This is an optimization exercise on Yosys and OpenROAD, whose aim is small area and a short achievable clock period, not a production implementation. Only simulation tests tie the RTL to the original design; equivalence was not proved. Power and IR drop assume default switching activity.

## before
// risc_core
module risc_core(
    input clk,
    input rst,
    output [15:0] imem_addr,
    input  [15:0] imem_data,
    output [15:0] dmem_addr,
    output [15:0] dmem_wdata,
    output dmem_we,
    output dmem_re,
    output io_we,
    input  [15:0] dmem_rdata,
    input  mem_ready
    );
reg [15:0] pc;
reg [15:0] ir;
reg [7:0]  d_imm;
reg [3:0]  d_wr, d_rr1, d_rr2;
reg        cd_alusrc, cd_memwe, cd_load, cd_rfwe, cd_forget;
reg [3:0]  cd_aluop;
reg [7:0]  e_imm;
reg [15:0] e_op1, e_op2;
reg [3:0]  e_wr;
reg        ce_alusrc, ce_memwe, ce_load, ce_rfwe;
reg [3:0]  ce_aluop;
reg [15:0] m_op2, m_y;
reg [3:0]  m_wr;
reg        cm_memwe, cm_load, cm_rfwe;
reg [1:0]  bank;
reg [1:0]  bp;
reg        hz;
reg [15:0] rf [1:14];
wire mr = mem_ready;
wire [3:0] op = ir[15:12];
wire op_i    = op[3] & ~(op[2] & op[1] & op[0]) & ~(op[2] & op[1] & ~op[0]) & ~(~op[2] & op[1] & op[0]);  
wire op_j    = op[3] & op[2] & op[1];                   
wire op_beq  = (op == 4'd13);
wire b_taken = bp[0] ^ bp[1];
wire pc_src  = op_j | (op_beq & b_taken);               
wire       n_alusrc = (op == 4'd8) | (op == 4'd9) | (op == 4'd10) | (op == 4'd12);
wire [3:0] n_aluop  = (~op[3] | op == 4'd11) ? op :
                      (op == 4'd12) ? 4'b1100 :
                      (op == 4'd13) ? 4'b1111 : 4'b0000;
wire       n_memwe  = (op == 4'd9);
wire       n_load   = (op == 4'd10);
wire       n_rfwe   = ~op[3] | (op == 4'd8) | (op == 4'd10) | (op == 4'd11) | (op == 4'd12);
wire       n_forget = (op == 4'd3) | (op == 4'd8) | (op == 4'd10);
wire bank_en = (cd_aluop == 4'b0011) & op[3] & ~(op[2] & op[1]);
wire [1:0] bank_q = bank + {1'b0, bank_en};
wire l = ce_load & ((d_rr1 == e_wr) | ((d_rr2 == e_wr) & ~cd_forget));
wire stall_ld = hz | ~l;            
wire sd = (m_op2 != 16'h0a18);      
wire [15:0] e_simm = {{8{e_imm[7]}}, e_imm};
wire [15:0] alu_b  = ce_alusrc ? e_simm : e_op2;
wire [15:0] sum    = e_op1 + alu_b;
wire [15:0] diff   = e_op1 - e_op2;
wire [15:0] prod;
  ...
Settings: LEC_CHECK=0, CAP_MARGIN=20, CORE_MARGIN=2, CORE_UTILIZATION=40, SLEW_MARGIN=20; clock period 12.0 ns.
run.sh (not shown) runs the stock make flow with config.mk's settings and CLKGATE_MAP_FILE= SYNTH_SCRIPT=/design/flow/synth_recipe.tcl, a recipe that flattens the netlist after the stock synthesis.
### before -> after
diff --git a/flow/design.v b/flow/design.v
--- a/flow/design.v
+++ b/flow/design.v
@@ -262,14 +262,16 @@
 wire [1:0] bank_q = bank + {1'b0, bank_en};
 wire l = ce_load & ((d_rr1 == e_wr) | ((d_rr2 == e_wr) & ~cd_forget));
 wire stall_ld = hz | ~l;            
 wire sd = (m_op2 != 16'h0a18);      
 wire [15:0] e_simm = {{8{e_imm[7]}}, e_imm};
 wire [15:0] alu_b  = ce_alusrc ? e_simm : e_op2;
-wire [15:0] sum    = e_op1 + alu_b;
-wire [15:0] diff   = e_op1 - e_op2;
+wire        alu_sub = (ce_aluop == 4'b0001) | (ce_aluop == 4'b0100);
+wire [15:0] addend  = alu_sub ? ~e_op2 : alu_b;
+wire [15:0] sum     = e_op1 + addend + {15'b0, alu_sub};
+wire [15:0] diff    = sum;
 wire [15:0] prod;
 mul16lo mul(.a(e_op1), .b(e_op2), .p(prod));
 wire slt = (e_op1[15] ^ e_op2[15]) ? e_op1[15] : diff[15];
 reg  [15:0] y;
 always @(*)
 case (ce_aluop)
@@ -295,15 +297,15 @@
     2'b00: bp_n = alu_z ? 2'b11 : 2'b00;
     2'b11: bp_n = alu_z ? 2'b01 : (nz ? 2'b00 : 2'b11);
     2'b01: bp_n = alu_z ? 2'b10 : (nz ? 2'b11 : 2'b01);
     default: bp_n = alu_z ? 2'b10 : (nz ? 2'b01 : 2'b10);
 endcase
 wire [15:0] off = op_j ? {{4{ir[11]}}, ir[11:0]} : {{8{ir[7]}}, ir[7:0]};
-wire [15:0] pc_in = flush_nt ? pc + ~e_simm :
-                    flush_t  ? pc + e_simm - 16'd2 :
-                    pc_src   ? pc + off : pc + 16'd1;
+wire [15:0] k_dec = pc_src ? off : 16'd1;
+wire [15:0] k_exe = b_taken ? ~e_simm : e_simm - 16'd2;
+wire [15:0] pc_in = pc + (flush_t ? k_exe : k_dec);
 wire [15:0] rd1 = (d_rr1 == 4'd0) ? 16'h0000 : (d_rr1 == 4'd15) ? 16'hffff : rf[d_rr1];
 wire [15:0] rd2 = (d_rr2 == 4'd0) ? 16'h0000 : (d_rr2 == 4'd15) ? 16'hffff : rf[d_rr2];
 wire [15:0] m_fwd = cm_load ? dmem_rdata : m_y;
 wire [15:0] fwd1 = (d_rr1 == e_wr & ce_rfwe) ? y :
                    (d_rr1 == m_wr & cm_rfwe) ? m_fwd : rd1;
 wire [15:0] fwd2 = (d_rr2 == e_wr & ~cd_forget & ce_rfwe) ? y :
@@ -354,18 +356,18 @@
     else bank <= bank_q;
     if (rst) bp <= 2'b0;
     else bp <= bp_n;
     if (rst) hz <= 1'b0;
     else hz <= ~hz & l;
 end
-wire        rf_we = cm_rfwe & mr;
 wire [15:0] rf_wd = rst ? 16'b0 : m_fwd;
 genvar gi;
 generate for (gi = 1; gi < 15; gi = gi + 1) begin : g_rf
+    wire sel = cm_rfwe & (m_wr == gi);
     always @(posedge clk)
-        if (rst | (rf_we & (m_wr == gi))) rf[gi] <= rf_wd;
+        if (rst | (sel & mr)) rf[gi] <= rf_wd;
 end endgenerate
 assign imem_addr  = pc;
 assign dmem_addr  = m_y;
 assign dmem_wdata = m_op2;
 assign dmem_we    = cm_memwe & ~(&m_y[15:13]);
 assign io_we      = cm_memwe & (&m_y[15:13]);
Findings:
In after, the total of clock buffers placed in the layout came out 14% below the value in before.
Taking before as the reference, in after global-route usage went up by 3.0 points; starting density of the core held.
Power: after draws more than before
Post-detailed-route via-to-cell ratio up 2.4% in after wrt before
[after vs before] fraction of power spent switching nets: higher in after
In the tables for before and after, global routing usage on met2 reads lower with before.
For the initial antenna violation count, after came in 3 higher than before did.
Of before and after, the lower layout overhead on the synthesized area belongs to before.
Detailed router's first-iteration violation count in after is about 5% above before.
In the tables for before and after, final cell count reads higher with before.

## afterwards: timing with drivers on the ports
No port has a modelled driver above. Below, the same layouts with a new extraction and two added sets of constraints.
Step 1 (the two cells are an assumption about what drives the block):
set clk [get_ports {clk}]
set_driving_cell -lib_cell sky130_fd_sc_hd__clkbuf_16 $clk
set_driving_cell -lib_cell sky130_fd_sc_hd__buf_2 [delete_from_list [all_inputs] $clk]
Step 2 also shifts input and output timing later by t, the mid clock arrival at the registers, as if the neighbouring blocks saw the same clock.
Three values: ideal ports, drivers, drivers and shift; two values: the first two.
run	t, ns	setup slack, ns	worst setup path at the end	worst register clock-pin slew, ns	cell pins on the clock port's net
before	0.627	5.748 / 5.748 / 5.748	register to register	0.07 / 0.07	1
after	0.645	5.561 / 5.561 / 5.561	register to register	0.08 / 0.08	1
After both steps setup and hold are still met in every run listed.
